What follows belongs to an exercise in optimizing a design on an open flow for small area, a short achievable clock period and few clock cycles per item; a production flow would make more cautious choices.
No run shown here included a check of the RTL's function; only the layout flow was run.

==> flow/design.v <==
module mult_controller #(
    parameter integer WIDTH = 32
)
(
    input logic clk,
    input logic rst_n,
    input logic start,
    input logic signed [WIDTH - 1: 0] multiplicand,
    input logic signed [WIDTH - 1: 0] multiplier,
    output logic signed [2 * WIDTH - 1: 0] product,
    output logic done
);
    logic busy;                   
    logic [1:0] cnt;             
    logic [31:0] pl;              
    logic bprev;                  
    logic [31:0] ph;              
    logic kc;                     
    logic [39:0] q0, q1;          
    wire [31:0] mx = multiplier;
    wire [7:0] mb = busy ? pl[7:0] : mx[7:0];
    wire [8:0] win = {mb, bprev & busy};
    wire [32:0] am = {multiplicand[31], multiplicand};   
    wire [32:0] a2 = {multiplicand, 1'b0};               
    wire [3:0] ng;
    wire [2:0] w0 = win[2:0];
    wire one0 = w0[0] ^ w0[1];
    wire two0 = (w0[2] & ~w0[1] & ~w0[0]) | (~w0[2] & w0[1] & w0[0]);
    assign ng[0] = w0[2];
    wire [32:0] x0 = ((am & {33{one0}}) | (a2 & {33{two0}})) ^ {33{ng[0]}};
    wire [2:0] w1 = win[4:2];
    wire one1 = w1[0] ^ w1[1];
    wire two1 = (w1[2] & ~w1[1] & ~w1[0]) | (~w1[2] & w1[1] & w1[0]);
    assign ng[1] = w1[2];
    wire [32:0] x1 = ((am & {33{one1}}) | (a2 & {33{two1}})) ^ {33{ng[1]}};
    wire [2:0] w2 = win[6:4];
    wire one2 = w2[0] ^ w2[1];
    wire two2 = (w2[2] & ~w2[1] & ~w2[0]) | (~w2[2] & w2[1] & w2[0]);
    assign ng[2] = w2[2];
    wire [32:0] x2 = ((am & {33{one2}}) | (a2 & {33{two2}})) ^ {33{ng[2]}};
    wire [2:0] w3 = win[8:6];
    wire one3 = w3[0] ^ w3[1];
    wire two3 = (w3[2] & ~w3[1] & ~w3[0]) | (~w3[2] & w3[1] & w3[0]);
    assign ng[3] = w3[2];
    wire [32:0] x3 = ((am & {33{one3}}) | (a2 & {33{two3}})) ^ {33{ng[3]}};
    wire s1 = ng[1] ^ x0[2];
    wire c2 = ng[1] & x0[2];
    wire s3 = x0[3] ^ x1[1];
    wire c4 = x0[3] & x1[1];
    wire s5 = ng[2] ^ x0[4] ^ x1[2];
    wire c6 = (ng[2] & x0[4]) | (ng[2] & x1[2]) | (x0[4] & x1[2]);
    wire s7 = x2[0] ^ c4 ^ s5;
    wire c8 = (x2[0] & c4) | (x2[0] & s5) | (c4 & s5);
    wire s9 = x0[5] ^ x1[3] ^ x2[1];
    wire c10 = (x0[5] & x1[3]) | (x0[5] & x2[1]) | (x1[3] & x2[1]);
    wire s11 = c6 ^ s9;
    wire c12 = c6 & s9;
    wire s13 = ng[3] ^ x0[6] ^ x1[4];
    wire c14 = (ng[3] & x0[6]) | (ng[3] & x1[4]) | (x0[6] & x1[4]);
    wire s15 = x2[2] ^ x3[0] ^ c10;
    wire c16 = (x2[2] & x3[0]) | (x2[2] & c10) | (x3[0] & c10);
    wire s17 = s13 ^ c12;
    wire c18 = s13 & c12;
    wire s19 = x0[7] ^ x1[5] ^ x2[3];
    wire c20 = (x0[7] & x1[5]) | (x0[7] & x2[3]) | (x1[5] & x2[3]);
    wire s21 = x3[1] ^ c14 ^ s19;
    wire c22 = (x3[1] & c14) | (x3[1] & s19) | (c14 & s19);
    wire s23 = c16 ^ c18;
    wire c24 = c16 & c18;
    wire s25 = x0[8] ^ x1[6] ^ x2[4];
    wire c26 = (x0[8] & x1[6]) | (x0[8] & x2[4]) | (x1[6] & x2[4]);
    wire s27 = x3[2] ^ c20 ^ s25;
    wire c28 = (x3[2] & c20) | (x3[2] & s25) | (c20 & s25);
    wire s29 = c22 ^ s27;
    wire c30 = c22 & s27;
    wire s31 = x0[9] ^ x1[7] ^ x2[5];
    wire c32 = (x0[9] & x1[7]) | (x0[9] & x2[5]) | (x1[7] & x2[5]);
    wire s33 = x3[3] ^ c26 ^ s31;
    wire c34 = (x3[3] & c26) | (x3[3] & s31) | (c26 & s31);
    wire s35 = c28 ^ s33;
    wire c36 = c28 & s33;
    wire s37 = x0[10] ^ x1[8] ^ x2[6];
    wire c38 = (x0[10] & x1[8]) | (x0[10] & x2[6]) | (x1[8] & x2[6]);
    wire s39 = x3[4] ^ c32 ^ s37;
    wire c40 = (x3[4] & c32) | (x3[4] & s37) | (c32 & s37);
    wire s41 = c34 ^ s39;
    wire c42 = c34 & s39;
    wire s43 = x0[11] ^ x1[9] ^ x2[7];
    wire c44 = (x0[11] & x1[9]) | (x0[11] & x2[7]) | (x1[9] & x2[7]);
    wire s45 = x3[5] ^ c38 ^ s43;
    wire c46 = (x3[5] & c38) | (x3[5] & s43) | (c38 & s43);
    wire s47 = c40 ^ s45;
    wire c48 = c40 & s45;
    wire s49 = x0[12] ^ x1[10] ^ x2[8];
    wire c50 = (x0[12] & x1[10]) | (x0[12] & x2[8]) | (x1[10] & x2[8]);
    wire s51 = x3[6] ^ c44 ^ s49;
    wire c52 = (x3[6] & c44) | (x3[6] & s49) | (c44 & s49);
    wire s53 = c46 ^ s51;
    wire c54 = c46 & s51;
    wire s55 = x0[13] ^ x1[11] ^ x2[9];
    wire c56 = (x0[13] & x1[11]) | (x0[13] & x2[9]) | (x1[11] & x2[9]);
    wire s57 = x3[7] ^ c50 ^ s55;
    wire c58 = (x3[7] & c50) | (x3[7] & s55) | (c50 & s55);
    wire s59 = c52 ^ s57;
    wire c60 = c52 & s57;
    wire s61 = x0[14] ^ x1[12] ^ x2[10];
    wire c62 = (x0[14] & x1[12]) | (x0[14] & x2[10]) | (x1[12] & x2[10]);
    wire s63 = x3[8] ^ c56 ^ s61;
    wire c64 = (x3[8] & c56) | (x3[8] & s61) | (c56 & s61);
    wire s65 = c58 ^ s63;
    wire c66 = c58 & s63;
    wire s67 = x0[15] ^ x1[13] ^ x2[11];
    wire c68 = (x0[15] & x1[13]) | (x0[15] & x2[11]) | (x1[13] & x2[11]);
    wire s69 = x3[9] ^ c62 ^ s67;
    wire c70 = (x3[9] & c62) | (x3[9] & s67) | (c62 & s67);
    wire s71 = c64 ^ s69;
    wire c72 = c64 & s69;
    wire s73 = x0[16] ^ x1[14] ^ x2[12];
    wire c74 = (x0[16] & x1[14]) | (x0[16] & x2[12]) | (x1[14] & x2[12]);
    wire s75 = x3[10] ^ c68 ^ s73;
    wire c76 = (x3[10] & c68) | (x3[10] & s73) | (c68 & s73);
    wire s77 = c70 ^ s75;
    wire c78 = c70 & s75;
    wire s79 = x0[17] ^ x1[15] ^ x2[13];
    wire c80 = (x0[17] & x1[15]) | (x0[17] & x2[13]) | (x1[15] & x2[13]);
    wire s81 = x3[11] ^ c74 ^ s79;
    wire c82 = (x3[11] & c74) | (x3[11] & s79) | (c74 & s79);
    wire s83 = c76 ^ s81;
    wire c84 = c76 & s81;
    wire s85 = x0[18] ^ x1[16] ^ x2[14];
    wire c86 = (x0[18] & x1[16]) | (x0[18] & x2[14]) | (x1[16] & x2[14]);
    wire s87 = x3[12] ^ c80 ^ s85;
    wire c88 = (x3[12] & c80) | (x3[12] & s85) | (c80 & s85);
    wire s89 = c82 ^ s87;
    wire c90 = c82 & s87;
    wire s91 = x0[19] ^ x1[17] ^ x2[15];
    wire c92 = (x0[19] & x1[17]) | (x0[19] & x2[15]) | (x1[17] & x2[15]);
    wire s93 = x3[13] ^ c86 ^ s91;
    wire c94 = (x3[13] & c86) | (x3[13] & s91) | (c86 & s91);
    wire s95 = c88 ^ s93;
    wire c96 = c88 & s93;
    wire s97 = x0[20] ^ x1[18] ^ x2[16];
    wire c98 = (x0[20] & x1[18]) | (x0[20] & x2[16]) | (x1[18] & x2[16]);
    wire s99 = x3[14] ^ c92 ^ s97;
    wire c100 = (x3[14] & c92) | (x3[14] & s97) | (c92 & s97);
    wire s101 = c94 ^ s99;
    wire c102 = c94 & s99;
    wire s103 = x0[21] ^ x1[19] ^ x2[17];
    wire c104 = (x0[21] & x1[19]) | (x0[21] & x2[17]) | (x1[19] & x2[17]);
    wire s105 = x3[15] ^ c98 ^ s103;
    wire c106 = (x3[15] & c98) | (x3[15] & s103) | (c98 & s103);
    wire s107 = c100 ^ s105;
    wire c108 = c100 & s105;
    wire s109 = x0[22] ^ x1[20] ^ x2[18];
    wire c110 = (x0[22] & x1[20]) | (x0[22] & x2[18]) | (x1[20] & x2[18]);
    wire s111 = x3[16] ^ c104 ^ s109;
    wire c112 = (x3[16] & c104) | (x3[16] & s109) | (c104 & s109);
    wire s113 = c106 ^ s111;
    wire c114 = c106 & s111;
    wire s115 = x0[23] ^ x1[21] ^ x2[19];
    wire c116 = (x0[23] & x1[21]) | (x0[23] & x2[19]) | (x1[21] & x2[19]);
    wire s117 = x3[17] ^ c110 ^ s115;
    wire c118 = (x3[17] & c110) | (x3[17] & s115) | (c110 & s115);
    wire s119 = c112 ^ s117;
    wire c120 = c112 & s117;
    wire s121 = x0[24] ^ x1[22] ^ x2[20];
    wire c122 = (x0[24] & x1[22]) | (x0[24] & x2[20]) | (x1[22] & x2[20]);
    wire s123 = x3[18] ^ c116 ^ s121;
    wire c124 = (x3[18] & c116) | (x3[18] & s121) | (c116 & s121);
    wire s125 = c118 ^ s123;
    wire c126 = c118 & s123;
    wire s127 = x0[25] ^ x1[23] ^ x2[21];
    wire c128 = (x0[25] & x1[23]) | (x0[25] & x2[21]) | (x1[23] & x2[21]);
    wire s129 = x3[19] ^ c122 ^ s127;
    wire c130 = (x3[19] & c122) | (x3[19] & s127) | (c122 & s127);
    wire s131 = c124 ^ s129;
    wire c132 = c124 & s129;
    wire s133 = x0[26] ^ x1[24] ^ x2[22];
    wire c134 = (x0[26] & x1[24]) | (x0[26] & x2[22]) | (x1[24] & x2[22]);
    wire s135 = x3[20] ^ c128 ^ s133;
    wire c136 = (x3[20] & c128) | (x3[20] & s133) | (c128 & s133);
    wire s137 = c130 ^ s135;
    wire c138 = c130 & s135;
    wire s139 = x0[27] ^ x1[25] ^ x2[23];
    wire c140 = (x0[27] & x1[25]) | (x0[27] & x2[23]) | (x1[25] & x2[23]);
    wire s141 = x3[21] ^ c134 ^ s139;
    wire c142 = (x3[21] & c134) | (x3[21] & s139) | (c134 & s139);
    wire s143 = c136 ^ s141;
    wire c144 = c136 & s141;
    wire s145 = x0[28] ^ x1[26] ^ x2[24];
    wire c146 = (x0[28] & x1[26]) | (x0[28] & x2[24]) | (x1[26] & x2[24]);
    wire s147 = x3[22] ^ c140 ^ s145;
    wire c148 = (x3[22] & c140) | (x3[22] & s145) | (c140 & s145);
    wire s149 = c142 ^ s147;
    wire c150 = c142 & s147;
    wire s151 = x0[29] ^ x1[27] ^ x2[25];
    wire c152 = (x0[29] & x1[27]) | (x0[29] & x2[25]) | (x1[27] & x2[25]);
    wire s153 = x3[23] ^ c146 ^ s151;
    wire c154 = (x3[23] & c146) | (x3[23] & s151) | (c146 & s151);
    wire s155 = c148 ^ s153;
    wire c156 = c148 & s153;
    wire s157 = x0[30] ^ x1[28] ^ x2[26];
    wire c158 = (x0[30] & x1[28]) | (x0[30] & x2[26]) | (x1[28] & x2[26]);
    wire s159 = x3[24] ^ c152 ^ s157;
    wire c160 = (x3[24] & c152) | (x3[24] & s157) | (c152 & s157);
    wire s161 = c154 ^ s159;
    wire c162 = c154 & s159;
    wire s163 = x0[31] ^ x1[29] ^ x2[27];
    wire c164 = (x0[31] & x1[29]) | (x0[31] & x2[27]) | (x1[29] & x2[27]);
    wire s165 = x3[25] ^ c158 ^ s163;
    wire c166 = (x3[25] & c158) | (x3[25] & s163) | (c158 & s163);
    wire s167 = c160 ^ s165;
    wire c168 = c160 & s165;
    wire s169 = x1[30] ^ x2[28] ^ x3[26];
    wire c170 = (x1[30] & x2[28]) | (x1[30] & x3[26]) | (x2[28] & x3[26]);
    wire s171 = x0[32] ^ c164 ^ s169;
    wire c172 = (x0[32] & c164) | (x0[32] & s169) | (c164 & s169);
    wire s173 = c166 ^ s171;
    wire c174 = c166 & s171;
    wire s175 = x1[31] ^ x2[29] ^ x3[27];
    wire c176 = (x1[31] & x2[29]) | (x1[31] & x3[27]) | (x2[29] & x3[27]);
    wire s177 = x0[32] ^ c170 ^ s175;
    wire c178 = (x0[32] & c170) | (x0[32] & s175) | (c170 & s175);
    wire s179 = c172 ^ s177;
    wire c180 = c172 & s177;
    wire s181 = ~x1[32] ^ x2[30] ^ x3[28];
    wire c182 = (~x1[32] & x2[30]) | (~x1[32] & x3[28]) | (x2[30] & x3[28]);
    wire s183 = ~x0[32] ^ c176 ^ s181;
    wire c184 = (~x0[32] & c176) | (~x0[32] & s181) | (c176 & s181);
    wire s185 = c178 ^ s183;
    wire c186 = c178 & s183;
    wire s187 = 1'b1 ^ x2[31] ^ x3[29];
    wire c188 = (1'b1 & x2[31]) | (1'b1 & x3[29]) | (x2[31] & x3[29]);
    wire s189 = c182 ^ s187 ^ c184;
    wire c190 = (c182 & s187) | (c182 & c184) | (s187 & c184);
    wire s191 = ~x2[32] ^ x3[30] ^ c188;
    wire c192 = (~x2[32] & x3[30]) | (~x2[32] & c188) | (x3[30] & c188);
    wire s193 = 1'b1 ^ x3[31];
    wire c194 = 1'b1 & x3[31];
    always_ff @(posedge clk) begin
        q0 <= {1'b1, ~x3[32], c192, c190, c186, c180, c174, c168, c162, c156, c150, c144, c138, c132, c126, c120, c114, c108, c102, c96, c90, c84, c78, c72, c66, c60, c54, c48, c42, c36, c30, c24, s21, s15, c8, s7, c2, x1[0], x0[1], x0[0]};
        q1 <= {1'b0, c194, s193, s191, s189, s185, s179, s173, s167, s161, s155, s149, s143, s137, s131, s125, s119, s113, s107, s101, s95, s89, s83, s77, s71, s65, s59, s53, s47, s41, s35, s29, s23, s17, s11, 1'b0, s3, s1, 1'b0, ng[0]};
    end
    wire [39:0] acc = {{8{ph[31]}}, ph};
    wire [39:0] qk = {q1[39:5], kc, q1[3:0]};
    wire [39:0] t0 = acc ^ q0 ^ qk;
    wire [39:0] t1 = {(acc[38:0] & q0[38:0]) | (acc[38:0] & qk[38:0]) | (q0[38:0] & qk[38:0]), 1'b0};
    wire [12:0] lo = t0[11:0] + t1[11:0];
    wire [27:0] hi = t0[39:12] + t1[39:12];
    wire [39:0] sum = {hi, lo[11:0]};
    always_ff @(posedge clk or negedge rst_n) begin
        if (!rst_n) begin
            busy <= 1'b0;
            cnt  <= '0;
            done <= 1'b0;
        end else if (busy) begin
            cnt  <= cnt + 1'b1;
            if (cnt == 2'd3) begin
                busy <= 1'b0;
                done <= 1'b1;
            end
        end else if (start) begin
            busy <= 1'b1;
            cnt  <= '0;
            done <= 1'b0;
        end
    end
    always_ff @(posedge clk) begin
        if (busy) begin
            pl    <= {sum[7:0], pl[31:8]};
            ph    <= sum[39:8];
            kc    <= lo[12];
            bprev <= pl[7];
        end else if (start) begin
            ph    <= '0;
            kc    <= 1'b0;
            pl    <= {8'd0, mx[31:8]};
            bprev <= mx[7];
        end
    end
    wire [31:0] phr = {ph[31:4] + kc, ph[3:0]};
    assign product = {phr, pl};
endmodule
==> flow/flow/run.sh <==
#!/bin/bash
# The standard layout, except that the port buffers are plain buffers
# (sky130_fd_sc_hd__buf_1, which timing repair may resize) instead of the
# delay cells buffer_ports picks by default.
set -euo pipefail
echo 'export BUFFER_PORTS_ARGS = -buffer_cell sky130_fd_sc_hd__buf_1' >> config.mk
bash standard.sh > standard.log 2>&1
==> flow/standard.sh <==
#!/bin/bash
# synth_recipe.tcl (not shown) runs the flow's synth.tcl, then flattens the netlist and writes it again
# the make line also repeats each setting of config.mk as NAME=value (left out here)
make -C /OpenROAD-flow-scripts/flow DESIGN_CONFIG=/design/flow/config.mk WORK_HOME=/design/flow/orfs CLKGATE_MAP_FILE= SYNTH_SCRIPT=/design/flow/synth_recipe.tcl "${@:-finish}"
==> flow/config.mk <==
export PLATFORM = sky130hd
export DESIGN_NAME = mult_controller
export DESIGN_NICKNAME = mult_controller
export VERILOG_FILES = /design/flow/design.v
export SDC_FILE = /design/flow/constraint.sdc
export NUM_CORES = 4
export LEC_CHECK = 0
export CAP_MARGIN = 20
export CORE_MARGIN = 2
export CORE_UTILIZATION = 40
export SETUP_SLACK_MARGIN = 1.0
export SLEW_MARGIN = 20
export BUFFER_PORTS_ARGS = -buffer_cell sky130_fd_sc_hd__buf_1
==> flow/constraint.sdc <==
create_clock -name core_clock -period 4.5 [get_ports {clk}]
set_input_delay 0.9000 -clock core_clock [delete_from_list [all_inputs] [get_ports {clk}]]
set_output_delay 0.9000 -clock core_clock [all_outputs]
set_load 0.01 [all_outputs]
==> key figures, run 1 <==
STA
  • Final hold violations: 0
  • Maximum clock rate: 292.3 MHz
  • Slew HR: 47.88%
  • Slew Viols, Final: 0
  • Setup TNS Final: 0 ps
  • Min Tclk post-route: 3421 ps
  • Worst Max-Slew Pin Slew: just under 800 ps
  • Setup violators final: 0
  • Crit share post-route: about 76%
  • Fin Hold WS: 309.0 ps
  • RSZ-0062 raised after global routing: yes
  • Final Skew: between 10 and 15 ps

Critical path
  • Worst setup EP type: register
  • Slowest cell delay on critical path: approximately 560 ps
  • CP Launch Type: register
  • Critical R2R Launch: busy$_DFF_PN0_
  • Reg2reg end: q1[14]$_DFF_P_
  • Largest fanout on the critical path: 8
  • CP max stage cell: dfrtp_4
  • Req. time, crit path: 4810 ps
  • Crit path top cell by count: fa_1
  • Critical path cell sequence: buf_6 > mux2i_4 > buf_4 > and2_4 > clkbuf_16 > a21oi_1 > o21ai_1 > fa_1 > fa_1 > inv_1 > ha_1
  • WS Path Type: reg2reg
  • Register-to-Register Setup Slack: 1080 ps
  • Critical path arrival: ~3700 ps
  • Register-to-Register Path Depth: 11

Global routing
  • Tot GR Track Use: 21.87%
  • Gr ovfl total: 0
  • Vias in the first global route: 10560
  • Initial antenna violation count: 3
  • Pin count of the biggest net entering global routing: 64
  • First-pass GRT wire length: 58390 um

Clock network
  • TritonCTS clock tree: done
  • Max clock buf depth: 2
  • Worst skew pair latency: 430 ps
  • Hold_buf cts: 0
  • Num CTS Buffers: 17
  • Root buffer cell: clkbuf_16
  • Clk sinks: 146
  • H-tree depth: 4
  • Clock-pin slew on the worst setup and hold paths: 70 ps

Logic synthesis
  • FF+latch count, synth: 146
  • Top post-synthesis cells by area: fa_1, edfxtp_1, dfxtp_1, ha_1, nor2_1
  • Register area share after synthesis: 27.69%
  • Netlist cell types: 65
  • Post-Synthesis Cell Area: 13010 um2
  • Dominant cell by count in the synthesized netlist: nor2_1
  • Cells after synthesis: about 1500
  • Synth top cells by count: nor2_1, nand2_1, fa_1
  • Top cell type's share of synthesized area: between 10% and 20%
  • Warnings from Yosys: 1
  • Syn Area/Cell: between 8 and 9 um2
  • Synth Net Count: about 1700
  • Primary FF master, synth: dfxtp_1
  • Post-synth EDFFs: 66
  • Largest area contributor in the netlist: fa_1
  • Async SR Flop Fraction: between 2 and 3%

Die
  • Die Height: 184.4 um
  • Core ar.: 32290 um2
  • Total I/O pin count: 132
  • Die X-Extent: 184.4 um
  • Die area: between 30000 and 40000 um2
  • Cell row count: 66
  • Starting Density: 40.30%

Finish
  • # nets final: 1827
  • Share of cells above drive strength 1: around an eighth
  • Final instance area: 15380 um2
  • Area grow syn2layout: 18.21%
  • Post-Route Utilization: 47.64%
  • Final Non-Filler Cells: 2039

Placed design
  • GPL Wtd Cong: ~0.86
  • Dpl cells: 1961
  • I/O Buffers: between 100 and 150
  • HPWL reported at the end of detailed placement: 26870 um
  • Placed inst area: 14000 um2

Detailed routing
  • Via count: roughly 11000
  • Drc violations: 0
  • Drt pass-1 iters: 6
  • Initial DRC count: 1240
  • Drt wl/cell: between 15 and 20 um
  • Routed Antenna Nets: 0
  • Via density per instance: 5.488
  • WL final: 38750 um

Job
  • Maximum Capacitance Violations: 0

Run status
  • Status: no timing/DRC/antenna violations

Worst hold path
  • Hold WC Path Type: in2async
## sequential cells by signal (all words and copies together) (netlist names)
signal,flops
pl,32
q1,37
ph,32
busy,1
bprev,1
cnt,2
q0,39
done,1
kc,1
## worst max path at each step
| stage | end | start |
|---|---|---|
| 4_1_cts | q1[20]$_DFF_P_ | busy$_DFF_PN0_ |
| 5_1_grt | q1[31]$_DFF_P_ | busy$_DFF_PN0_ |
| 3_5_place_dp | q1[19]$_DFF_P_ | multiplier[2] |
| 6_report | q1[14]$_DFF_P_ | busy$_DFF_PN0_ |
| 3_3_place_gp | q1[18]$_DFF_P_ | multiplier[2] |
| 2_1_floorplan | q1[14]$_DFF_P_ | multiplier[2] |
## logic make-up after synthesis
kind of cell | share of synthesized area (%)
flops | 27.69
xor+xnor | 6.249
buf+inv | 6.663
mux | 3.144
compound gates | 15.69
fa+ha+maj | 22.90
simple gates | 17.66
## worst max-delay path: cells and delay by family (launching register included)
| kind | cells | cell delay [ps] |
|---|---|---|
| compound gates | 2 | 270 |
| mux | 1 | 330 |
| simple gates | 1 | 250 |
| flops | 1 | 560 |
| fa+ha+maj | 3 | 1280 |
| buf+inv | 4 | 580 |
## cell usage in the layout (no fill, tap or decap), types with 15 or more instances in the layout
cell / count
nand2_1: 102
buf_4: 57
o21ai_1: 39
o21ai_0: 24
a221oi_1: 36
mux2_2: 24
buf_1: 130
dfxtp_1: 76
nor2_1: 214
a221oi_2: 23
a22oi_1: 62
nor3_1: 62
a21oi_1: 63
xor2_1: 15
clkbuf_16: 24
fa_1: 101
ha_1: 75
and2_1: 27
xnor2_1: 75
inv_1: 88
edfxtp_1: 66
## metal layers
layer / global-route usage (%) / wire length [um] / up-vias
li1: - / - / 5321
met1: 32.35 / 17900 / 5352
met2: 33.02 / 17250 / 461
met3: 3.715 / 2938 / 52
met4: 5.600 / 645 / 4
met5: 0 / 23 / -
## stage by stage
stage	worst slack [ps]
floorplan	1009
global placement	464.1
detailed placement	428.0
CTS	978.4
global route	897.9
finish	1079
## area by class of cell
| cell class | instances | area, um2 |
|---|---|---|
| Inverter | 91 | 341.6 |
| Sequential cell | 146 | 3607 |
| Clock inverter | 14 | 127.6 |
| Antenna cell | 1 | 2.502 |
| Multi-Input combinational cell | 1112 | 8886 |
| Clock buffer | 18 | 439.2 |
| Timing Repair Buffer | 215 | 1426 |
| Fill cell | 3064 | 16910 |
| Tap cell | 442 | 553.0 |
## repair_timing
| item | in CTS | in global routing |
|---|---|---|
| endpoints found under the setup margin | 62 | 65 |
| cloned | 0 | 8 |
| buffers inserted | 10 | 27 |
| pin swaps | 0 | 22 |
| resized for setup | 8 | 71 |
==> run 2: changes to the inputs <==
--- a/flow/design.v
+++ b/flow/design.v
@@ -11,6 +11,7 @@
     output logic done
 );
     logic busy;                   
+    logic idle;                   
     logic [1:0] cnt;             
     logic [31:0] pl;              
     logic bprev;                  
@@ -18,8 +19,8 @@
     logic kc;                     
     logic [39:0] q0, q1;          
     wire [31:0] mx = multiplier;
-    wire [7:0] mb = busy ? pl[7:0] : mx[7:0];
-    wire [8:0] win = {mb, bprev & busy};
+    wire [7:0] mb = idle ? mx[7:0] : pl[7:0];
+    wire [8:0] win = {mb, bprev & ~idle};
     wire [32:0] am = {multiplicand[31], multiplicand};   
     wire [32:0] a2 = {multiplicand, 1'b0};               
     wire [3:0] ng;
@@ -251,16 +252,19 @@
     always_ff @(posedge clk or negedge rst_n) begin
         if (!rst_n) begin
             busy <= 1'b0;
+            idle <= 1'b1;
             cnt  <= '0;
             done <= 1'b0;
         end else if (busy) begin
             cnt  <= cnt + 1'b1;
             if (cnt == 2'd3) begin
                 busy <= 1'b0;
+                idle <= 1'b1;
                 done <= 1'b1;
             end
         end else if (start) begin
             busy <= 1'b1;
+            idle <= 1'b0;
             cnt  <= '0;
             done <= 1'b0;
         end
==> key figures, run 2 <==
Run status
  • Status: no timing/DRC/antenna violations

Critical path
  • Register-to-Register Setup Slack: 960 ps
  • Worst Path Buf+Inv: 3
  • Largest fanout on the critical path: 8
  • Reg2reg end: q1[21]$_DFF_P_
  • CP max stage cell: dfstp_4
  • CP Launch Type: register
  • Slowest cell delay on critical path: approximately 650 ps
  • Worst setup EP type: register
  • WS Path Type: reg2reg
  • Crit path top cell by count: fa_1
  • Critical path arrival: 3850 ps
  • Critical path cell sequence: buf_8 > mux2i_4 > xor2_1 > and2_4 > buf_12 > a22oi_1 > o21ai_1 > fa_1 > fa_1 > inv_1 > ha_1
  • Req. time, crit path: 4810 ps
  • Delay-heaviest family, CP: adder cells
  • Register-to-Register Path Depth: 11
  • Critical R2R Launch: idle$_DFFE_PN1P_

STA
  • Min Tclk post-route: 3539 ps
  • Setup violators final: 0
  • Setup TNS Final: 0 ps
  • Crit share post-route: 78.64%
  • Slew Viols, Final: 0
  • RSZ-0062 raised after global routing: yes
  • Fin Hold WS: 328.2 ps
  • Final hold violations: 0
  • Final Skew: 11.54 ps
  • Maximum clock rate: 282.6 MHz
  • Slew HR: a little over a third
  • Worst Max-Slew Pin Slew: between 900 and 1000 ps

Global routing
  • Tot GR Track Use: 22.21%
  • First-pass GRT wire length: roughly 59000 um
  • Pin count of the biggest net entering global routing: 50
  • Initial antenna violation count: 1
  • Gr ovfl total: 0
  • Vias in the first global route: between 10000 and 15000

Finish
  • Regs by FF count: q0 x39, q1 x37
  • # nets final: 1820
  • Share of cells above drive strength 1: 15.23%
  • Area grow syn2layout: 19.08%
  • Max reg flops: 39
  • Reg with most FFs: q0
  • Most common cell after layout, fill and taps aside: nor2_1
  • Antenna diode count: 0
  • Most frequent cells in the layout: nor2_1, buf_1, nand2_1

Logic synthesis
  • Warnings from Yosys: 1
  • FF+latch count, synth: 147
  • Post-synth EDFFs: 66
  • Syn Area/Cell: 8.872 um2
  • Synth Net Count: approximately 1700
  • Netlist cell types: 65
  • Largest area contributor in the netlist: fa_1
  • Primary FF master, synth: dfxtp_1
  • Dominant cell by count in the synthesized netlist: nor2_1
  • Async SR Flop Fraction: 3.401%
  • Synth top cells by count: nor2_1, nand2_1, fa_1
  • Cells after synthesis: 1464
  • Top post-synthesis cells by area: fa_1, edfxtp_1, dfxtp_1, ha_1, nor2_1
  • Top cell type's share of synthesized area: around 16%
  • Post-Synthesis Cell Area: 12990 um2
  • Register area share after synthesis: 27.95%

Die
  • Total I/O pin count: 132
  • Die Height: 184.2 um
  • Die area: approximately 34000 um2
  • Starting Density: 40.85%
  • Die X-Extent: 184.2 um
  • Core ar.: 31800 um2
  • Cell row count: 65

Detailed routing
  • Drt pass-1 iters: 7
  • WL final: 39610 um
  • Via count: 11230
  • Drc violations: 0
  • Initial DRC count: 935
  • Drt wl/cell: ~20 um
  • Via density per instance: 5.546
  • Routed Antenna Nets: 0

Clock network
  • Clock-pin slew on the worst setup and hold paths: 70 ps
  • Num CTS Buffers: 17
  • TritonCTS clock tree: done
  • H-tree depth: 4
  • Hold_buf cts: 0
  • Root buffer cell: clkbuf_16
  • Worst skew pair latency: 430 ps
  • Clk sinks: between 100 and 150
  • Max clock buf depth: 2

Placed design
  • GPL Wtd Cong: 0.8844
  • I/O Buffers: 131
  • HPWL reported at the end of detailed placement: 27250 um

Job
  • Maximum Capacitance Violations: 0

Worst hold path
  • Hold WC Path Type: in2async
run 2: cell types whose count changed after synthesis, sizes merged, moves of 4 or more:
cell   previous run  this run
nand3            16        21
and3             10         6
nor2            220       240
inv              91        95
nand2           104       110
a21o              9        18
and2             31        12
o21ai            65        59
nor2b            12         7
or3               8         1
run 2: metal layers:
metal / vias to the layer above / track usage, % / wire (um)
met5: - / 0 / 13
met4: 2 / 5.184 / 692
met3: 49 / 3.517 / 3007
met2: 519 / 33.69 / 17600
met1: 5370 / 33.09 / 18300
li1: 5285 / - / -
run 2: layout make-up:
cell class,instances,area [um2]
flip-flops and latches,147,3635
clock inverters,12,90.09
well taps,435,544.3
clock buffers,20,489.2
fillers,2977,16330
multi-input cells,1103,8927
inverters,95,356.6
repair buffers,212,1425
run 2: logic make-up (layout without fill, tap and decap cells):
logic type / after synthesis / after routing / synth area share, %
AOI/OAI and AO/OA: 302 / 302 / 16.27
xor gates and xnor gates: 90 / 90 / 6.069
adders and majority gates: 177 / 177 / 22.95
buffers and inverters: 214 / 339 / 6.868
DFF: 147 / 147 / 27.95
muxes: 40 / 40 / 3.497
and+or+nand+nor: 494 / 494 / 16.41
run 2: worst max-delay path by stage:
stage	slack, ps	startpoint	cells after the start	to
global route	850	idle$_DFFE_PN1P_	11	q1[15]$_DFF_P_
detailed placement	480	multiplier[3]	12	q1[15]$_DFF_P_
floorplan	1020	multiplier[3]	12	q1[22]$_DFF_P_
finish	960	idle$_DFFE_PN1P_	11	q1[21]$_DFF_P_
global placement	510	multiplier[3]	12	q1[15]$_DFF_P_
CTS	940	idle$_DFFE_PN1P_	11	q1[21]$_DFF_P_
run 2: repair_timing:
action                                  CTS  global route
cloned                                    1             8
endpoints found under the setup margin   67            64
resized for setup                        32            89
buffers inserted                         19            20
pin swaps                                 6            34
run 2: through the flow:
| stage | std cells | util [%] | area [um2] | worst slack (ps) |
|---|---|---|---|---|
| 6_report | 2024 | 48.64 | 15470 | 961.0 |
| 5_1_grt | 2024 | 48.64 | 15470 | 852.8 |
| 2_1_floorplan | 1464 | - | 13050 | 1025 |
| 4_1_cts | 1996 | 46.44 | 14770 | 944.8 |
| 3_3_place_gp | 1944 | 43.73 | 13910 | 506.8 |
| 3_5_place_dp | 1944 | 43.73 | 13910 | 478.8 |
==> run 3: changes to the inputs <==
--- a/flow/config.mk
+++ b/flow/config.mk
@@ -8,6 +8,6 @@
 export CAP_MARGIN = 20
 export CORE_MARGIN = 2
 export CORE_UTILIZATION = 40
-export SETUP_SLACK_MARGIN = 1.0
+export SETUP_SLACK_MARGIN = 1.3
 export SLEW_MARGIN = 20
 export BUFFER_PORTS_ARGS = -buffer_cell sky130_fd_sc_hd__buf_1
==> key figures, run 3 <==
Logic synthesis
  • Synth top cells by count: nor2_1, nand2_1, fa_1
  • Largest area contributor in the netlist: fa_1
  • Synth Net Count: 1708
  • Cells after synthesis: 1464
  • Register area share after synthesis: 27.95%
  • Post-synth EDFFs: 66
  • Syn Area/Cell: about 9 um2
  • Top cell type's share of synthesized area: ~16%
  • Netlist cell types: 65
  • Dominant cell by count in the synthesized netlist: nor2_1
  • FF+latch count, synth: 147
  • Top post-synthesis cells by area: fa_1, edfxtp_1, dfxtp_1, ha_1, nor2_1
  • Async SR Flop Fraction: about 3.4%
  • Warnings from Yosys: 1
  • Primary FF master, synth: dfxtp_1
  • Post-Synthesis Cell Area: 12990 um2

STA
  • Worst Max-Slew Pin Slew: 977.4 ps
  • Final hold violations: 0
  • Final Skew: about 13 ps
  • Slew HR: 34.84%
  • Crit share post-route: 79.54%
  • Maximum clock rate: about 280 MHz
  • Setup violators final: 0
  • RSZ-0062 raised after global routing: yes
  • Fin Hold WS: ~320 ps
  • Min Tclk post-route: approximately 3600 ps
  • Slew Viols, Final: 0
  • Setup TNS Final: 0 ps

Clock network
  • TritonCTS clock tree: done
  • Num CTS Buffers: 17
  • Clock-pin slew on the worst setup and hold paths: 70 ps
  • H-tree depth: 4
  • Max clock buf depth: 2
  • Clk sinks: 147
  • Worst skew pair latency: 430 ps
  • Root buffer cell: clkbuf_16
  • Hold_buf cts: 0

Placed design
  • Dpl cells: 1951
  • Placed inst area: 14120 um2
  • GPL Wtd Cong: 0.8679
  • I/O Buffers: roughly 130
  • HPWL reported at the end of detailed placement: 27550 um

Detailed routing
  • Routed Antenna Nets: 0
  • Drt wl/cell: between 20 and 25 um
  • WL final: 42550 um
  • Drc violations: 0
  • Via density per instance: 5.676
  • Initial DRC count: 1011
  • Via count: around 12000
  • Drt pass-1 iters: 6

Finish
  • Regs by FF count: q0 x39, q1 x37
  • Most common cell after layout, fill and taps aside: nor2_1
  • Final instance area: 16740 um2
  • Most frequent cells in the layout: nor2_1, buf_1, nand2_1
  • Final Non-Filler Cells: between 2000 and 2500
  • # fillers: 2829
  • Max reg flops: 39
  • # nets final: 1877
  • Reg with most FFs: q0
  • Post-Route Utilization: 52.63%
  • Antenna diode count: 0
  • Share of cells above drive strength 1: between 20% and 30%
  • Area grow syn2layout: 28.86%

Job
  • Maximum Capacitance Violations: 0

Critical path
  • CP Launch Type: register
  • CP max stage cell: dfstp_4
  • Critical path arrival: 3900 ps
  • Critical path cell sequence: mux2i_4 > buf_6 > and2_4 > buf_12 > buf_12 > nor2_1 > nor3_1 > nor2_1 > a221oi_4 > fa_2 > fa_2 > inv_1 > ha_1
  • Worst setup EP type: register
  • Largest fanout on the critical path: 8
  • WS Path Type: reg2reg
  • Req. time, crit path: 4820 ps
  • Slowest cell delay on critical path: 690 ps
  • Delay-heaviest family, CP: adder cells
  • Worst Path Buf+Inv: 4

Global routing
  • Tot GR Track Use: 23.93%
  • Initial antenna violation count: 1
  • First-pass GRT wire length: 62440 um
  • Vias in the first global route: 11200
  • Pin count of the biggest net entering global routing: 39
  • Gr ovfl total: 0

Die
  • Core ar.: 31800 um2
  • Total I/O pin count: about 130
  • Starting Density: about two fifths
  • Die area: 33930 um2
  • Cell row count: 65
  • Die Height: 184.2 um
  • Die X-Extent: 184.2 um

Worst hold path
  • Hold WC Path Type: in2async

Run status
  • Status: no timing/DRC/antenna violations
==> run 3: kinds of logic after synthesis <==
| family | share of synthesized area [%] |
|---|---|
| simple gates | 16.41 |
| fa+ha+maj | 22.95 |
| xor+xnor | 6.069 |
| flops | 27.95 |
| buf+inv | 6.868 |
| mux | 3.497 |
| compound gates | 16.27 |
==> run 3: timing repair <==
action | in CTS | in global routing
cloned | 6 | 8
endpoints found under the setup margin | 83 | 86
pin swaps | 36 | 65
resized for setup | 98 | 159
buffers inserted | 51 | 33
==> run 3: path summary, 6_finish.rpt <==
path                                            to  slack [ps]  cells after the start               start
worst min register to register  cnt[0]$_DFFE_PN0P_         510                      1  cnt[0]$_DFFE_PN0P_
min in group core_clock         cnt[0]$_DFFE_PN0P_         510                      1  cnt[0]$_DFFE_PN0P_
worst max-delay path                q1[31]$_DFF_P_         920                     13    idle$_DFFE_PN1P_
worst max register to register      q1[31]$_DFF_P_         920                     13    idle$_DFFE_PN1P_
worst min-delay path              done$_DFFE_PN0P_         320                      1               rst_n
max in group asynchronous         idle$_DFFE_PN1P_        3900                      1               rst_n
==> run 3: layer usage <==
metal	up-vias	share of wire [%]	GRT usage [%]
met5	-	0.031	0
met2	572	45	36.65
met3	92	8.4	4.189
li1	5411	-	-
met4	2	2.5	7.840
met1	5735	44	34.23
==> run 3: final cells by class <==
class / instances / area [um2] / share of cell area, %
clock inverters: 14 / 88.84 / 0.5308
repair buffers: 267 / 2043 / 12.21
flip-flops and latches: 147 / 3635 / 21.72
clock buffers: 18 / 429.2 / 2.564
well taps: 435 / 544.3 / 3.252
inverters: 95 / 364.1 / 2.175
multi-input cells: 1105 / 9633 / 57.55
==> run 3: through the flow <==
| stage | setup WS, ps |
|---|---|
| floorplan | 1158 |
| global placement | 404.0 |
| detailed placement | 362.3 |
| CTS | 1016 |
| global route | 839.4 |
| finish | 920.6 |
==> run 4: changes to the inputs <==
--- a/flow/design.v
+++ b/flow/design.v
@@ -11,7 +11,6 @@
     output logic done
 );
     logic busy;                   
-    logic idle;                   
     logic [1:0] cnt;             
     logic [31:0] pl;              
     logic bprev;                  
@@ -19,8 +18,8 @@
     logic kc;                     
     logic [39:0] q0, q1;          
     wire [31:0] mx = multiplier;
-    wire [7:0] mb = idle ? mx[7:0] : pl[7:0];
-    wire [8:0] win = {mb, bprev & ~idle};
+    wire [7:0] mb = start ? mx[7:0] : pl[7:0];
+    wire [8:0] win = {mb, bprev & ~start};
     wire [32:0] am = {multiplicand[31], multiplicand};   
     wire [32:0] a2 = {multiplicand, 1'b0};               
     wire [3:0] ng;
@@ -252,19 +251,16 @@
     always_ff @(posedge clk or negedge rst_n) begin
         if (!rst_n) begin
             busy <= 1'b0;
-            idle <= 1'b1;
             cnt  <= '0;
             done <= 1'b0;
         end else if (busy) begin
             cnt  <= cnt + 1'b1;
             if (cnt == 2'd3) begin
                 busy <= 1'b0;
-                idle <= 1'b1;
                 done <= 1'b1;
             end
         end else if (start) begin
             busy <= 1'b1;
-            idle <= 1'b0;
             cnt  <= '0;
             done <= 1'b0;
         end
--- a/flow/config.mk
+++ b/flow/config.mk
@@ -8,6 +8,6 @@
 export CAP_MARGIN = 20
 export CORE_MARGIN = 2
 export CORE_UTILIZATION = 40
-export SETUP_SLACK_MARGIN = 1.3
+export SETUP_SLACK_MARGIN = 1.0
 export SLEW_MARGIN = 20
 export BUFFER_PORTS_ARGS = -buffer_cell sky130_fd_sc_hd__buf_1
==> key figures, run 4 <==
Finish
  • Most common cell after layout, fill and taps aside: nor2_1
  • Max reg flops: 39
  • Reg with most FFs: q0
  • Final instance area: 15620 um2
  • Regs by FF count: q0 x39, q1 x37
  • Share of cells above drive strength 1: 17.72%
  • # nets final: 1839
  • Area grow syn2layout: 20.60%
  • Most frequent cells in the layout: nor2_1, buf_1, nand2_1

Logic synthesis
  • Post-synth EDFFs: 66
  • Syn Area/Cell: slightly below 9 um2
  • Async SR Flop Fraction: under 10%
  • Synth top cells by count: nor2_1, fa_1, nand2_1
  • Register area share after synthesis: between 20 and 30%
  • Primary FF master, synth: dfxtp_1
  • FF+latch count, synth: 146
  • Post-Synthesis Cell Area: 12950 um2
  • Netlist cell types: 60
  • Warnings from Yosys: 1
  • Largest area contributor in the netlist: fa_1
  • Cells after synthesis: 1468
  • Synth Net Count: 1712
  • Top cell type's share of synthesized area: 15.77%
  • Top post-synthesis cells by area: fa_1, edfxtp_1, dfxtp_1, ha_1, nor2_1
  • Dominant cell by count in the synthesized netlist: nor2_1

Job
  • Maximum Capacitance Violations: 0

Clock network
  • Clk sinks: about 150
  • Max clock buf depth: 2
  • TritonCTS clock tree: done
  • Hold_buf cts: 0
  • Worst skew pair latency: 440 ps
  • Clock-pin slew on the worst setup and hold paths: 70 ps
  • Num CTS Buffers: 17
  • Root buffer cell: clkbuf_16
  • H-tree depth: 4

STA
  • Setup TNS Final: 0 ps
  • Worst Max-Slew Pin Slew: 965.9 ps
  • Maximum clock rate: 281.0 MHz
  • Min Tclk post-route: 3559 ps
  • Final hold violations: 0
  • Slew Viols, Final: 0
  • RSZ-0062 raised after global routing: yes
  • Setup violators final: 0
  • Slew HR: 35.61%
  • Final Skew: around 13 ps
  • Crit share post-route: 79.09%

Detailed routing
  • Drt pass-1 iters: 6
  • Via density per instance: ~5.7
  • Routed Antenna Nets: 0
  • WL final: 38460 um
  • Initial DRC count: 1165
  • Drc violations: 0
  • Drt wl/cell: 19.13 um
  • Via count: 11450

Critical path
  • Register-to-Register Path Depth: 11
  • Largest fanout on the critical path: 8
  • Critical path arrival: between 3000 and 4000 ps
  • Worst setup EP type: register
  • WS Path Type: in2reg
  • CP Launch Type: primary input
  • Req. time, crit path: 4810 ps

Worst hold path
  • Hold WC Path Type: in2async

Global routing
  • Gr ovfl total: 0
  • Vias in the first global route: 10710
  • First-pass GRT wire length: a little over 60000 um
  • Initial antenna violation count: 2
  • Pin count of the biggest net entering global routing: 70
  • Tot GR Track Use: approximately 23%

Die
  • Starting Density: 40.83%
  • Core ar.: 31720 um2
  • Die X-Extent: roughly 180 um
  • Die area: around 34000 um2
  • Cell row count: 65
  • Die Height: approximately 180 um
  • Total I/O pin count: 132

Placed design
  • I/O Buffers: around 130
  • HPWL reported at the end of detailed placement: 27300 um
  • GPL Wtd Cong: 0.9045
  • Placed inst area: 14120 um2

Run status
  • Status: no timing/DRC/antenna violations
==> run 4: changes by cell type after synthesis, moves of 7 or more <==
| cell | before | now |
|---|---|---|
| o21ai_1 | 4 | 49 |
| nand2_1 | 110 | 102 |
| a31oi_1 | 2 | 10 |
| a221oi_1 | 51 | 58 |
| and2_1 | 10 | 29 |
| a221oi_2 | 9 | 0 |
| nor2_1 | 239 | 214 |
| o21ai_0 | 55 | 17 |
==> run 4: area by class of cell <==
type,instances,area (um2)
inverters,101,379.1
well taps,402,503.0
multi-input cells,1099,9087
clock inverters,13,126.4
fillers,3036,16100
repair buffers,230,1483
clock buffers,19,432.9
diodes,1,2.502
flip-flops and latches,146,3605
==> run 4: layer usage <==
metal	GRT usage [%]	part of all wire, %	vias up
met5	0	0.036	-
met4	7.776	2.2	2
met3	4.437	7.1	63
met2	34.43	44	460
met1	33.27	46	5584
li1	-	-	5337
==> run 4: logic make-up after synthesis <==
group	Yosys count	synth area share [%]
buffers and inverters	225	6.966
adders and majority gates	177	23.01
and+or+nand+nor	480	16.53
xor gates and xnor gates	91	6.154
DFF	146	27.82
muxes	40	3.343
AOI/OAI and AO/OA	309	16.17
==> run 4: final timing paths <==
| path | startpoint | end | slack [ps] |
|---|---|---|---|
| setup / recovery | start | q1[14]$_DFF_P_ | 940 |
| hold reg to reg | cnt[0]$_DFFE_PN0P_ | cnt[0]$_DFFE_PN0P_ | 500 |
| min in group core_clock | cnt[0]$_DFFE_PN0P_ | cnt[0]$_DFFE_PN0P_ | 500 |
| hold / removal | rst_n | cnt[0]$_DFFE_PN0P_ | 360 |
| setup reg to reg | ph[12]$_SDFFCE_PN0P_ | ph[28]$_SDFFCE_PN0P_ | 1110 |
| max in group asynchronous | rst_n | busy$_DFF_PN0_ | 3830 |
==> run 4: worst max-delay path, cell delays in order <==
cell,delay [ps]
buf_8,110
buf_8,130
buf_8,130
mux2i_4,200
buf_12,150
buf_12,120
nor2_4,160
buf_12,140
buf_8,120
nand2_2,60
a21oi_2,190
o21ai_2,90
fa_1,520
fa_1,540
inv_1,40
ha_1,260
==> run 4: per-stage QoR <==
step                utilization [%]  worst slack [ps]  hold slack [ps]  cells
floorplan                         -             946.9            456.2   1468
global placement              44.50             144.1            477.6   1925
detailed placement            44.50             93.94            491.6   1925
CTS                           47.50             980.5            335.2   1978
global route                  49.24             890.1            356.8   2011
finish                        49.24             940.8            358.4   2011
==> run 4: repair_timing <==
action | CTS | global route
endpoints found under the setup margin | 70 | 68
cloned | 7 | 1
setup buffers | 14 | 31
pin swaps | 14 | 39
resized for setup | 44 | 74
==> run 5: changes to the inputs <==
--- a/flow/design.v
+++ b/flow/design.v
@@ -16,6 +16,7 @@
     logic bprev;                  
     logic [31:0] ph;              
     logic kc;                     
+    logic first;                  
     logic [39:0] q0, q1;          
     wire [31:0] mx = multiplier;
     wire [7:0] mb = start ? mx[7:0] : pl[7:0];
@@ -241,8 +242,9 @@
         q0 <= {1'b1, ~x3[32], c192, c190, c186, c180, c174, c168, c162, c156, c150, c144, c138, c132, c126, c120, c114, c108, c102, c96, c90, c84, c78, c72, c66, c60, c54, c48, c42, c36, c30, c24, s21, s15, c8, s7, c2, x1[0], x0[1], x0[0]};
         q1 <= {1'b0, c194, s193, s191, s189, s185, s179, s173, s167, s161, s155, s149, s143, s137, s131, s125, s119, s113, s107, s101, s95, s89, s83, s77, s71, s65, s59, s53, s47, s41, s35, s29, s23, s17, s11, 1'b0, s3, s1, 1'b0, ng[0]};
     end
-    wire [39:0] acc = {{8{ph[31]}}, ph};
-    wire [39:0] qk = {q1[39:5], kc, q1[3:0]};
+    wire [31:0] pha = ph & {32{~first}};
+    wire [39:0] acc = {{8{pha[31]}}, pha};
+    wire [39:0] qk = {q1[39:5], kc & ~first, q1[3:0]};
     wire [39:0] t0 = acc ^ q0 ^ qk;
     wire [39:0] t1 = {(acc[38:0] & q0[38:0]) | (acc[38:0] & qk[38:0]) | (q0[38:0] & qk[38:0]), 1'b0};
     wire [12:0] lo = t0[11:0] + t1[11:0];
@@ -251,9 +253,11 @@
     always_ff @(posedge clk or negedge rst_n) begin
         if (!rst_n) begin
             busy <= 1'b0;
+            first <= 1'b0;
             cnt  <= '0;
             done <= 1'b0;
         end else if (busy) begin
+            first <= 1'b0;
             cnt  <= cnt + 1'b1;
             if (cnt == 2'd3) begin
                 busy <= 1'b0;
@@ -261,19 +265,22 @@
             end
         end else if (start) begin
             busy <= 1'b1;
+            first <= 1'b1;
             cnt  <= '0;
             done <= 1'b0;
         end
     end
     always_ff @(posedge clk) begin
         if (busy) begin
-            pl    <= {sum[7:0], pl[31:8]};
             ph    <= sum[39:8];
             kc    <= lo[12];
+        end
+    end
+    always_ff @(posedge clk) begin
+        if (busy) begin
+            pl    <= {sum[7:0], pl[31:8]};
             bprev <= pl[7];
         end else if (start) begin
-            ph    <= '0;
-            kc    <= 1'b0;
             pl    <= {8'd0, mx[31:8]};
             bprev <= mx[7];
         end
==> key figures, run 5 <==
Run status
  • Status: no timing/DRC/antenna violations

Critical path
  • Worst setup EP type: register
  • Worst Setup EP: q1[35]$_DFF_P_
  • Critical path arrival: 3820 ps
  • Register-to-Register Path Depth: 11
  • WS Path Type: in2reg
  • CP startpoint: start
  • Critical R2R Launch: first$_DFFE_PN0P_
  • Reg2reg end: ph[28]$_DFFE_PP_
  • Largest fanout on the critical path: 26
  • Register-to-Register Setup Slack: 1060 ps
  • Req. time, crit path: 4810 ps
  • CP Launch Type: primary input

Logic synthesis
  • Register area share after synthesis: roughly a quarter
  • Synth Area in Compound Gates: around 16%
  • Adder-Cell Fraction of Synth Area: 21.93%
  • Top post-synthesis cells by area: fa_1, edfxtp_1, dfxtp_1, ha_1, nor2_1
  • Synth Net Count: 1854
  • Synth top cells by count: nor2_1, inv_1, nand2_1
  • Syn Area/Cell: 8.441 um2
  • Top cell type's share of synthesized area: roughly 15%
  • Post-synth EDFFs: 66
  • FF+latch count, synth: between 100 and 150
  • Dominant cell by count in the synthesized netlist: nor2_1
  • Largest family of logic cells by synthesized area: adder cells
  • Primary FF master, synth: dfxtp_1
  • Simple-gate portion of the synthesized area: 16.32%
  • Netlist cell types: 61
  • Warnings from Yosys: 1
  • Xor and xnor area share after synthesis: 6.445%
  • Largest area contributor in the netlist: fa_1
  • Cells after synthesis: 1610
  • Async SR Flop Fraction: 3.401%
  • Post-Synthesis Cell Area: 13590 um2
  • Post-synthesis mux area share: under 10%

STA
  • Slew Viols, Final: 0
  • Slew HR: 37.91%
  • RSZ-0062 raised after global routing: yes
  • Setup TNS Final: 0 ps
  • Crit share post-route: 78.01%
  • Min Tclk post-route: 3510 ps
  • Maximum clock rate: around 280 MHz
  • Final hold violations: 0
  • Setup violators final: 0
  • Final Skew: about 13 ps
  • Worst Max-Slew Pin Slew: 931.4 ps

Placed design
  • HPWL reported at the end of detailed placement: between 20000 and 30000 um
  • GPL Wtd Cong: about 0.9
  • I/O Buffers: 131

Die
  • Cell row count: 67
  • Die area: 35460 um2
  • Starting Density: 40.53%
  • Die Height: 188.3 um
  • Total I/O pin count: 132
  • Die X-Extent: approximately 190 um
  • Core ar.: approximately 34000 um2

Clock network
  • TritonCTS clock tree: done
  • Worst skew pair latency: 430 ps
  • Root buffer cell: clkbuf_16
  • Clk sinks: 147
  • Clock-pin slew on the worst setup and hold paths: 70 ps
  • H-tree depth: 4
  • Hold_buf cts: 0
  • Num CTS Buffers: 17
  • Max clock buf depth: 2

Detailed routing
  • Drt wl/cell: between 15 and 20 um
  • Drc violations: 0
  • Via density per instance: approximately 5.4
  • Via count: 11890
  • WL final: 40600 um
  • Drt pass-1 iters: 7
  • Initial DRC count: around 1100
  • Routed Antenna Nets: 0

Finish
  • Share of cells above drive strength 1: 14.86%
  • Max reg flops: 39
  • Reg with most FFs: q0
  • # fillers: 3123
  • # nets final: 1968
  • Regs by FF count: q0 x39, q1 x37
  • Most common cell after layout, fill and taps aside: nor2_1
  • Area grow syn2layout: 20.31%
  • Most frequent cells in the layout: nor2_1, inv_1, buf_1
  • Post-Route Utilization: 48.76%

Global routing
  • Gr ovfl total: 0
  • Vias in the first global route: 11320
  • First-pass GRT wire length: around 63000 um
  • Pin count of the biggest net entering global routing: 72
  • Initial antenna violation count: 4
  • Tot GR Track Use: 22.33%

Job
  • Maximum Capacitance Violations: 0

Worst hold path
  • Hold WC Path Type: in2async
-- run 5: changes by cell type after synthesis, sizes merged, moves of 5 or more --
cell / change
xnor2: +5
nor2: +6
and2: -12
nand2b: +26
o21ai: -6
mux2i: -5
nand4: -6
nand2: +7
buf: -6
clkbuf: +9
inv: +111
-- run 5: per-layer routing --
metal | part of all wire (%) | up-vias | GRT usage (%)
met4 | 2.4 | 0 | 7.181
met5 | 0 | - | 0
met1 | 46 | 5655 | 32.43
li1 | - | 5637 | -
met3 | 7.5 | 65 | 3.781
met2 | 44 | 530 | 33.81
-- run 5: final cells by class --
class / instances / area [um2] / share of cell area [%]
multi-input cells: 1125 / 9213 / 56.35
flip-flops and latches: 147 / 3633 / 22.22
repair buffers: 221 / 1555 / 9.513
inverters: 212 / 795.8 / 4.867
well taps: 448 / 560.5 / 3.428
clock buffers: 21 / 504.2 / 3.084
clock inverters: 10 / 80.08 / 0.4898
diodes: 3 / 7.507 / 0.04592
-- run 5: worst min-delay path by stage --
stage               slack, ps               start                 end  depth (start not counted)
CTS                       330               rst_n  cnt[0]$_DFFE_PN0P_                          1
finish                    340               rst_n  cnt[0]$_DFFE_PN0P_                          1
global route              340               rst_n  cnt[0]$_DFFE_PN0P_                          1
global placement          480  cnt[0]$_DFFE_PN0P_  cnt[0]$_DFFE_PN0P_                          1
floorplan                 460  cnt[0]$_DFFE_PN0P_  cnt[0]$_DFFE_PN0P_                          1
detailed placement        490  cnt[0]$_DFFE_PN0P_  cnt[0]$_DFFE_PN0P_                          1
-- run 5: critical path, cell delays in order --
cell and delay [ps]:
buf_8 80, buf_12 130, mux2i_4 320, buf_4 190, xnor2_2 140, nor2_4 100, buf_12 190, a22oi_1 190
o21ai_0 150, fa_1 530, inv_1 50, fa_1 350, inv_1 80, fa_1 400
-- run 5: logic make-up after synthesis --
family          Yosys count
simple gates            500
buf+inv                 339
compound gates          311
fa+ha+maj               177
flops                   147
xor+xnor                100
mux                      36
-- run 5: what timing repair did --
| action | 4_1_cts | 5_1_grt |
|---|---|---|
| gates resized for setup | 25 | 93 |
| endpoints found under the setup margin | 56 | 64 |
| setup buffers | 18 | 27 |
| pin swaps | 8 | 39 |
| gates cloned | 4 | 4 |
-- run 5: stage by stage --
| step | cells | worst slack (ps) | hold WS (ps) | instance area [um2] |
|---|---|---|---|---|
| after global placement | 2100 | 413.3 | 475.4 | 14720 |
| after detailed placement | 2100 | 382.8 | 489.2 | 14720 |
| after global routing | 2187 | 842.6 | 340.7 | 16350 |
| after floorplan | 1610 | 938.6 | 456.2 | 13850 |
| final | 2187 | 989.7 | 339.4 | 16350 |
| after CTS | 2153 | 906.1 | 331.1 | 15640 |
==> run 6: changes to the inputs <==
--- a/flow/design.v
+++ b/flow/design.v
@@ -16,7 +16,6 @@
     logic bprev;                  
     logic [31:0] ph;              
     logic kc;                     
-    logic first;                  
     logic [39:0] q0, q1;          
     wire [31:0] mx = multiplier;
     wire [7:0] mb = start ? mx[7:0] : pl[7:0];
@@ -242,9 +241,8 @@
         q0 <= {1'b1, ~x3[32], c192, c190, c186, c180, c174, c168, c162, c156, c150, c144, c138, c132, c126, c120, c114, c108, c102, c96, c90, c84, c78, c72, c66, c60, c54, c48, c42, c36, c30, c24, s21, s15, c8, s7, c2, x1[0], x0[1], x0[0]};
         q1 <= {1'b0, c194, s193, s191, s189, s185, s179, s173, s167, s161, s155, s149, s143, s137, s131, s125, s119, s113, s107, s101, s95, s89, s83, s77, s71, s65, s59, s53, s47, s41, s35, s29, s23, s17, s11, 1'b0, s3, s1, 1'b0, ng[0]};
     end
-    wire [31:0] pha = ph & {32{~first}};
-    wire [39:0] acc = {{8{pha[31]}}, pha};
-    wire [39:0] qk = {q1[39:5], kc & ~first, q1[3:0]};
+    wire [39:0] acc = {{8{ph[31]}}, ph};
+    wire [39:0] qk = {q1[39:5], kc, q1[3:0]};
     wire [39:0] t0 = acc ^ q0 ^ qk;
     wire [39:0] t1 = {(acc[38:0] & q0[38:0]) | (acc[38:0] & qk[38:0]) | (q0[38:0] & qk[38:0]), 1'b0};
     wire [12:0] lo = t0[11:0] + t1[11:0];
@@ -253,11 +251,9 @@
     always_ff @(posedge clk or negedge rst_n) begin
         if (!rst_n) begin
             busy <= 1'b0;
-            first <= 1'b0;
             cnt  <= '0;
             done <= 1'b0;
         end else if (busy) begin
-            first <= 1'b0;
             cnt  <= cnt + 1'b1;
             if (cnt == 2'd3) begin
                 busy <= 1'b0;
@@ -265,22 +261,19 @@
             end
         end else if (start) begin
             busy <= 1'b1;
-            first <= 1'b1;
             cnt  <= '0;
             done <= 1'b0;
         end
     end
     always_ff @(posedge clk) begin
         if (busy) begin
+            pl    <= {sum[7:0], pl[31:8]};
             ph    <= sum[39:8];
             kc    <= lo[12];
-        end
-    end
-    always_ff @(posedge clk) begin
-        if (busy) begin
-            pl    <= {sum[7:0], pl[31:8]};
             bprev <= pl[7];
         end else if (start) begin
+            ph    <= '0;
+            kc    <= 1'b0;
             pl    <= {8'd0, mx[31:8]};
             bprev <= mx[7];
         end
==> flow/flow/run.sh (replaced) <==
#!/bin/bash
# The standard layout, except that the port buffers are plain buffers
# (sky130_fd_sc_hd__buf_1, which timing repair may resize) instead of the
# delay cells buffer_ports picks by default, and timing repair may swap a
# cell for one of another footprint.
set -euo pipefail
bash standard.sh "BUFFER_PORTS_ARGS=-buffer_cell sky130_fd_sc_hd__buf_1" MATCH_CELL_FOOTPRINT=0 finish > standard.log 2>&1
--- a/flow/config.mk
+++ b/flow/config.mk
@@ -10,4 +10,3 @@
 export CORE_UTILIZATION = 40
 export SETUP_SLACK_MARGIN = 1.0
 export SLEW_MARGIN = 20
-export BUFFER_PORTS_ARGS = -buffer_cell sky130_fd_sc_hd__buf_1
==> key figures, run 6 <==
Logic synthesis
  • Post-Synthesis Cell Area: 12950 um2
  • Register area share after synthesis: 27.82%
  • Primary FF master, synth: dfxtp_1
  • Top cell type's share of synthesized area: approximately 16%
  • Syn Area/Cell: 8.822 um2
  • Largest area contributor in the netlist: fa_1
  • Async SR Flop Fraction: 2.740%
  • FF+latch count, synth: 146
  • Top post-synthesis cells by area: fa_1, edfxtp_1, dfxtp_1, ha_1, nor2_1
  • Synth Net Count: 1712
  • Cells after synthesis: 1468
  • Netlist cell types: 60
  • Synth top cells by count: nor2_1, fa_1, nand2_1
  • Warnings from Yosys: 1
  • Dominant cell by count in the synthesized netlist: nor2_1
  • Post-synth EDFFs: 66

Clock network
  • Clock-pin slew on the worst setup and hold paths: 70 ps
  • H-tree depth: 4
  • Hold_buf cts: 0
  • TritonCTS clock tree: done
  • Root buffer cell: clkbuf_16
  • Max clock buf depth: 2
  • Clk sinks: 146
  • Worst skew pair latency: 440 ps
  • Num CTS Buffers: 17

Critical path
  • Req. time, crit path: 4800 ps
  • Crit path top cell by count: buf_12
  • Worst setup EP type: register
  • Delay-heaviest family, CP: adder cells
  • Slowest cell delay on critical path: 510 ps
  • CP max stage cell: fa_1
  • Worst Path Buf+Inv: 7
  • CP Launch Type: primary input
  • WS Path Type: in2reg
  • Register-to-Register Setup Slack: 1140 ps
  • Critical path arrival: between 3000 and 4000 ps
  • Critical path cell sequence: buf_8 > buf_12 > mux2i_4 > and2_4 > buf_12 > clkbuf_16 > buf_12 > nor2_1 > nor3_1 > o21ai_1 > fa_1 > inv_1 > fa_2 > inv_1 > fa_1
  • Largest fanout on the critical path: 8

STA
  • Worst Max-Slew Pin Slew: 936.9 ps
  • Slew HR: between 30% and 40%
  • Setup TNS Final: 0 ps
  • Final hold violations: 0
  • Setup violators final: 0
  • Maximum clock rate: a little under 300 MHz
  • RSZ-0062 raised after global routing: yes
  • Final Skew: 18.28 ps
  • Slew Viols, Final: 0
  • Fin Hold WS: 291.7 ps
  • Crit share post-route: approximately three quarters
  • Min Tclk post-route: 3456 ps

Finish
  • Post-Route Utilization: 48.84%
  • Most common cell after layout, fill and taps aside: nor2_1
  • Regs by FF count: q0 x39, q1 x37
  • Final instance area: 15490 um2
  • Max reg flops: 39
  • Most frequent cells in the layout: nor2_1, buf_1, nand2_1
  • # nets final: 1832
  • Area grow syn2layout: 19.62%
  • Reg with most FFs: q0
  • Share of cells above drive strength 1: 14.80%

Global routing
  • Tot GR Track Use: 21.71%
  • Initial antenna violation count: 3
  • Vias in the first global route: 10330
  • Gr ovfl total: 0
  • Pin count of the biggest net entering global routing: 84
  • First-pass GRT wire length: between 50000 and 60000 um

Detailed routing
  • Initial DRC count: 1033
  • Drt pass-1 iters: 8
  • Routed Antenna Nets: 0
  • Drc violations: 0
  • Via density per instance: approximately 5.7
  • Via count: approximately 11000
  • WL final: 37850 um
  • Drt wl/cell: 18.88 um

Placed design
  • I/O Buffers: 131
  • HPWL reported at the end of detailed placement: 27050 um
  • GPL Wtd Cong: 0.9123
  • Placed inst area: 14120 um2

Die
  • Die Height: roughly 180 um
  • Total I/O pin count: 132
  • Die X-Extent: approximately 180 um
  • Core ar.: 31720 um2
  • Die area: 33830 um2
  • Starting Density: 40.83%
  • Cell row count: 65

Run status
  • Status: no timing/DRC/antenna violations

Worst hold path
  • Hold WC Path Type: in2async

Job
  • Maximum Capacitance Violations: 0
==> run 6: kinds of logic (layout without fill, tap and decap cells) <==
logic type | count (synthesis) | count (layout) | share of synthesized area [%]
simple gates | 480 | 482 | 16.53
compound gates | 309 | 309 | 16.17
buf+inv | 225 | 356 | 6.966
fa+ha+maj | 177 | 177 | 23.01
flops | 146 | 146 | 27.82
xor+xnor | 91 | 91 | 6.154
mux | 40 | 40 | 3.343
other cells | 0 | 2 | 0
==> run 6: what timing repair did <==
item	in CTS	in global routing
endpoints found under the setup margin	50	57
pin swaps	4	33
gates cloned	1	5
buffers inserted	7	34
hold endpoints to repair	0	0
gates resized for setup	11	48
==> run 6: per-layer routing <==
layer	vias up	global-route usage, %	wire length [um]
li1	5341	-	-
met1	5469	31.14	17230
met2	484	33.37	17100
met3	52	3.467	2659
met4	2	7.168	844
met5	-	0	11
==> run 6: worst register-to-register path: cells and delay by family (launching register included) <==
family                     cells  cell delay [ps]
DFF                            1              470
adders and majority gates      3             1070
and+or+nand+nor                1              340
AOI/OAI and AO/OA              6             1050
buffers and inverters          1              160
==> run 6: per-stage QoR <==
stage,std cells,worst slack [ps]
final,2005,1044
after global routing,2003,956.2
after CTS,1964,987.3
after detailed placement,1924,315.9
after global placement,1924,362.2
after floorplan,1468,954.3
==> run 6: area by class of cell <==
type | instances | area [um2]
fillers | 3021 | 16230
clock buffers | 17 | 425.4
clock inverters | 15 | 151.4
well taps | 402 | 503.0
multi-input cells | 1099 | 8956
diodes | 2 | 5.005
flip-flops and latches | 146 | 3605
inverters | 101 | 379.1
repair buffers | 223 | 1468
==> run 6: worst paths after layout <==
path                                      start                   end  depth (start not counted)
max                                       start        q1[35]$_DFF_P_                         15
min                                       rst_n      done$_DFFE_PN0P_                          1
max reg2reg                ph[12]$_SDFFCE_PN0P_  ph[28]$_SDFFCE_PN0P_                         11
min reg2reg                  cnt[0]$_DFFE_PN0P_    cnt[0]$_DFFE_PN0P_                          1
max in group asynchronous                 rst_n        busy$_DFF_PN0_                          1
min in group core_clock      cnt[0]$_DFFE_PN0P_    cnt[0]$_DFFE_PN0P_                          1

## port drivers added, routing unchanged
How much do the figures lean on ideal ports? The routed layouts below were timed once more, with nothing changed but the port constraints. Step 1 sets driving cells, clkbuf_16 on the clock port and buf_2 on the other inputs (assumed; they add their load-dependent delay and slew). Step 2 moves the port delays by t, midway between the first and last clock arrival at a register: inputs arrive t later, outputs are due t later. That takes back most of the time a late clock gives input paths. a / b / c = no drivers / after step 1 / after step 2; a / b = the first two.
run | t, ns | slack for setup (ns) | worst register clock-pin slew, ns
run 1 | 0.470 | 1.079 / 1.074 / 0.752 | 0.07 / 0.07
run 2 | 0.470 | 0.961 / 0.961 / 0.681 | 0.07 / 0.07
run 3 | 0.471 | 0.921 / 0.921 / 0.560 | 0.07 / 0.07
run 4 | 0.480 | 0.941 / 0.945 / 0.465 | 0.07 / 0.07
run 5 | 0.475 | 0.990 / 0.980 / 0.505 | 0.07 / 0.07
run 6 | 0.473 | 1.044 / 1.040 / 0.567 | 0.07 / 0.07
After both steps setup and hold are still met in every run listed. The setup slack of run 5, which loses most, moves by -0.010 ns with the drivers and by -0.485 ns with both steps.
